What follows belongs to an exercise in optimizing a design on an open flow for small area and a short achievable clock period; a production flow would make more cautious choices.
At most, simulation tests tie the RTL to the original design; equivalence was not proved.
No activity file was given, so power comes from the tool's default toggle rates.

==> flow/design.v (excerpt) <==
module avalon_uart (
    input               clk,
    input               rst,
    input               avn_read,
    input               avn_write,
    input [4:0]         avn_address,
    input [31:0]        avn_writedata,
    output reg [31:0]   avn_readdata,
    output              avn_waitrequest,
    output              int_txwm,
    output              int_rxwm,
    output              uart_txd,
    input               uart_rxd
);
    localparam IDLE  = 2'd0;
    localparam START = 2'd1;
    localparam DATA  = 2'd3;
    localparam STOP  = 2'd2;
    reg [7:0]   txdata_data;
    reg [2:0]   txctrl_txcnt;
    reg         txctrl_nstop;
    reg         txctrl_txen;
    reg [2:0]   rxctrl_rxcnt;
    reg         rxctrl_rxen;
    reg         ie_rxwm;
    reg         ie_txwm;
    reg [15:0]  div_div;
    reg         txdata_full;
    reg         ip_rxwm;
    reg         ip_txwm;
    reg         txdata_valid;
    wire a_txdata = avn_address == 5'h00;
    wire a_rxdata = avn_address == 5'h04;
  ...
==> flow/config.mk <==
export PLATFORM = sky130hd
export DESIGN_NAME = avalon_uart
export DESIGN_NICKNAME = avalon_uart
export VERILOG_FILES = /design/flow/design.v
export SDC_FILE = /design/flow/constraint.sdc
export NUM_CORES = 4
export LEC_CHECK = 0
export CAP_MARGIN = 20
export CORE_MARGIN = 2
export CORE_UTILIZATION = 65
export PLACE_DENSITY = 0.75
export SETUP_SLACK_MARGIN = 1.75
export SLEW_MARGIN = 20
==> flow/constraint.sdc <==
create_clock -name core_clock -period 3.5 [get_ports {clk}]
set_input_delay 0.7000 -clock core_clock [delete_from_list [all_inputs] [get_ports {clk}]]
set_output_delay 0.7000 -clock core_clock [all_outputs]
set_load 0.01 [all_outputs]
standard.sh (not shown) runs the stock make flow with config.mk's settings and CLKGATE_MAP_FILE= SYNTH_SCRIPT=/design/flow/synth_recipe.tcl, a recipe that flattens the netlist after the stock synthesis.
==> flow/flow/run.sh <==
#!/bin/bash
set -euo pipefail
bash standard.sh "BUFFER_PORTS_ARGS=-buffer_cell sky130_fd_sc_hd__buf_2" \
  "CTS_ARGS=-sink_clustering_enable -repair_clock_nets -sink_clustering_size 16 -sink_clustering_max_diameter 60 -buf_list sky130_fd_sc_hd__clkbuf_8 -dont_use_dummy_load" \
  finish > flow_make.log 2>&1
The starting point completed without violations.
Change:
==> flow/flow/run.sh (replaced) <==
#!/bin/bash
set -euo pipefail
bash standard.sh "BUFFER_PORTS_ARGS=-buffer_cell sky130_fd_sc_hd__buf_2" \
  "CTS_ARGS=-sink_clustering_enable -repair_clock_nets -sink_clustering_size 16 -sink_clustering_max_diameter 60 -buf_list sky130_fd_sc_hd__clkbuf_8 -root_buf sky130_fd_sc_hd__clkbuf_16 -dont_use_dummy_load" \
  finish > flow_make.log 2>&1
--- a/flow/config.mk
+++ b/flow/config.mk
@@ -12 +12 @@
-export SETUP_SLACK_MARGIN = 1.75
+export SETUP_SLACK_MARGIN = 1.88
Result:
- final cell count stays the same
- clock skew came out lower by 0.012 ns
- setup slack gains 0.058 ns
- die area does not change
- combinational power came out higher by 3.0%
- power came out higher by 2.1%
- worst hold slack gains 0.013 ns
Change:
--- a/flow/config.mk
+++ b/flow/config.mk
@@ -12 +12 @@
-export SETUP_SLACK_MARGIN = 1.88
+export SETUP_SLACK_MARGIN = 1.95
What happened: Setup slack got worse by 0.0035 ns. Synthesized cell count does not change. Sequential cell count stays the same. Count of clock-buffer cells in the layout does not change. Total power came out higher by about 0.37%. Worst hold slack gains 0.0055 ns.
Change:
--- a/flow/config.mk
+++ b/flow/config.mk
@@ -12 +12 @@
-export SETUP_SLACK_MARGIN = 1.95
+export SETUP_SLACK_MARGIN = 1.7
Result: Worst setup slack gets worse by 0.071 ns; clock skew falls by 0.0059 ns; total power goes down slightly; hold slack is worse by 0.020 ns; routed wire length decreases by a few percent; synthesized area is unchanged; global-route usage hardly moves.
Change:
--- a/flow/config.mk
+++ b/flow/config.mk
@@ -10,3 +10,3 @@
-export CORE_UTILIZATION = 65
-export PLACE_DENSITY = 0.75
-export SETUP_SLACK_MARGIN = 1.7
+export CORE_UTILIZATION = 55
+export PLACE_DENSITY = 0.65
+export SETUP_SLACK_MARGIN = 1.82
=> The new run finished clean. Core utilization went down by 8.7 points. Wire length goes up by 2.0%. Design area went up by 3.0%. Clock power hardly moves. Worst setup slack gets better by 0.078 ns. Via count is lower by 1.3%. Cell count increases by 4.8%. Clock skew rose by 0.010 ns. Power hardly moves. Non-clock buffer count grows by 15.
Change:
--- a/flow/config.mk
+++ b/flow/config.mk
@@ -10,3 +10,3 @@
-export CORE_UTILIZATION = 55
-export PLACE_DENSITY = 0.65
-export SETUP_SLACK_MARGIN = 1.82
+export CORE_UTILIZATION = 65
+export PLACE_DENSITY = 0.75
+export SETUP_SLACK_MARGIN = 1.78
=> The new run ran to the end with no violations. Power stays flat. Synthesized area does not change. Worst setup slack is worse by 0.049 ns. Routed wire length shrinks by a few percent. Die area shrinks by about a fifth. Register-to-register slack is worse by 0.05 ns. Clock skew shrinks by 0.0071 ns. Sequential share of layout area grows by 1.2 points.


Another version of the RTL of avalon_uart (not shown whole).
Size: roughly 1100 cells after synthesis.
==> flow/config.mk <==
export PLATFORM = sky130hd
export DESIGN_NAME = avalon_uart
export DESIGN_NICKNAME = avalon_uart
export VERILOG_FILES = /design/flow/design.v
export SDC_FILE = /design/flow/constraint.sdc
export NUM_CORES = 4
export LEC_CHECK = 0
export CAP_MARGIN = 20
export CORE_MARGIN = 2
export CORE_UTILIZATION = 65
export PLACE_DENSITY = 0.75
export SETUP_SLACK_MARGIN = 1.5
export SLEW_MARGIN = 20
==> flow/constraint.sdc <==
create_clock -name core_clock -period 3.5 [get_ports {clk}]
set_input_delay 0.7000 -clock core_clock [delete_from_list [all_inputs] [get_ports {clk}]]
set_output_delay 0.7000 -clock core_clock [all_outputs]
set_load 0.01 [all_outputs]
==> flow/flow/run.sh <==
#!/bin/bash
set -euo pipefail
bash standard.sh "BUFFER_PORTS_ARGS=-buffer_cell sky130_fd_sc_hd__buf_2" \
  "CTS_ARGS=-sink_clustering_enable -repair_clock_nets -sink_clustering_size 30 -sink_clustering_max_diameter 100 -buf_list sky130_fd_sc_hd__clkbuf_16 -dont_use_dummy_load" \
  finish > flow_make.log 2>&1
The first run finished with timing, DRC and antenna clean.
Rerun with:
==> flow/flow/run.sh (replaced) <==
#!/bin/bash
set -euo pipefail
bash standard.sh "BUFFER_PORTS_ARGS=-buffer_cell sky130_fd_sc_hd__buf_2" \
  "CTS_ARGS=-sink_clustering_enable -repair_clock_nets -sink_clustering_size 16 -sink_clustering_max_diameter 60 -buf_list sky130_fd_sc_hd__clkbuf_8 -dont_use_dummy_load" \
  finish > flow_make.log 2>&1
Result: The changed run ran to the end with no violations; worst setup slack improves by 13 ps; global-route usage is about the same; power decreases slightly; via count is about the same; synthesized area is unchanged; non-clock buffer count does not change.
No functional check of the RTL was part of any run of this note.

afterwards: timing with drivers on the ports:
The flow's constraints put no driver on any port. The routed layouts listed below were extracted and timed again, unchanged, in two steps. Step 1 (the two cells are an assumption about what drives the block):
set clk [get_ports {clk}]
set_driving_cell -lib_cell sky130_fd_sc_hd__clkbuf_16 $clk
set_driving_cell -lib_cell sky130_fd_sc_hd__buf_2 [delete_from_list [all_inputs] $clk]
Step 2 also shifts input and output timing later by t, the mid clock arrival at the registers, as if the neighbouring blocks saw the same clock. a / b / c = no drivers / after step 1 / after step 2; a / b = the first two.
| run | t, ns | slack for setup (ns) | latest minus earliest clock arrival (ns) |
|---|---|---|---|
| the first run of note 1 | 0.572 | 1.779 / 1.740 / 1.248 | 0.052 / 0.052 |
| the second run of note 1 | 0.522 | 1.837 / 1.791 / 1.474 | 0.039 / 0.039 |
| the third run of note 1 | 0.524 | 1.834 / 1.787 / 1.464 | 0.038 / 0.037 |
| the fourth run of note 1 | 0.534 | 1.763 / 1.716 / 1.345 | 0.032 / 0.031 |
| the fifth run of note 1 | 0.526 | 1.841 / 1.792 / 1.388 | 0.048 / 0.048 |
| the sixth run of note 1 | 0.526 | 1.791 / 1.778 / 1.335 | 0.036 / 0.037 |
| the first run of note 2 | 0.518 | 1.516 / 1.532 / 1.025 | 0.020 / 0.020 |
| the second run of note 2 | 0.566 | 1.529 / 1.556 / 0.990 | 0.041 / 0.041 |
After both steps setup and hold are still met in every run listed. For the second run of note 2, which loses most, drivers alone change the setup slack by +0.027 ns; drivers and shift together by -0.539 ns.
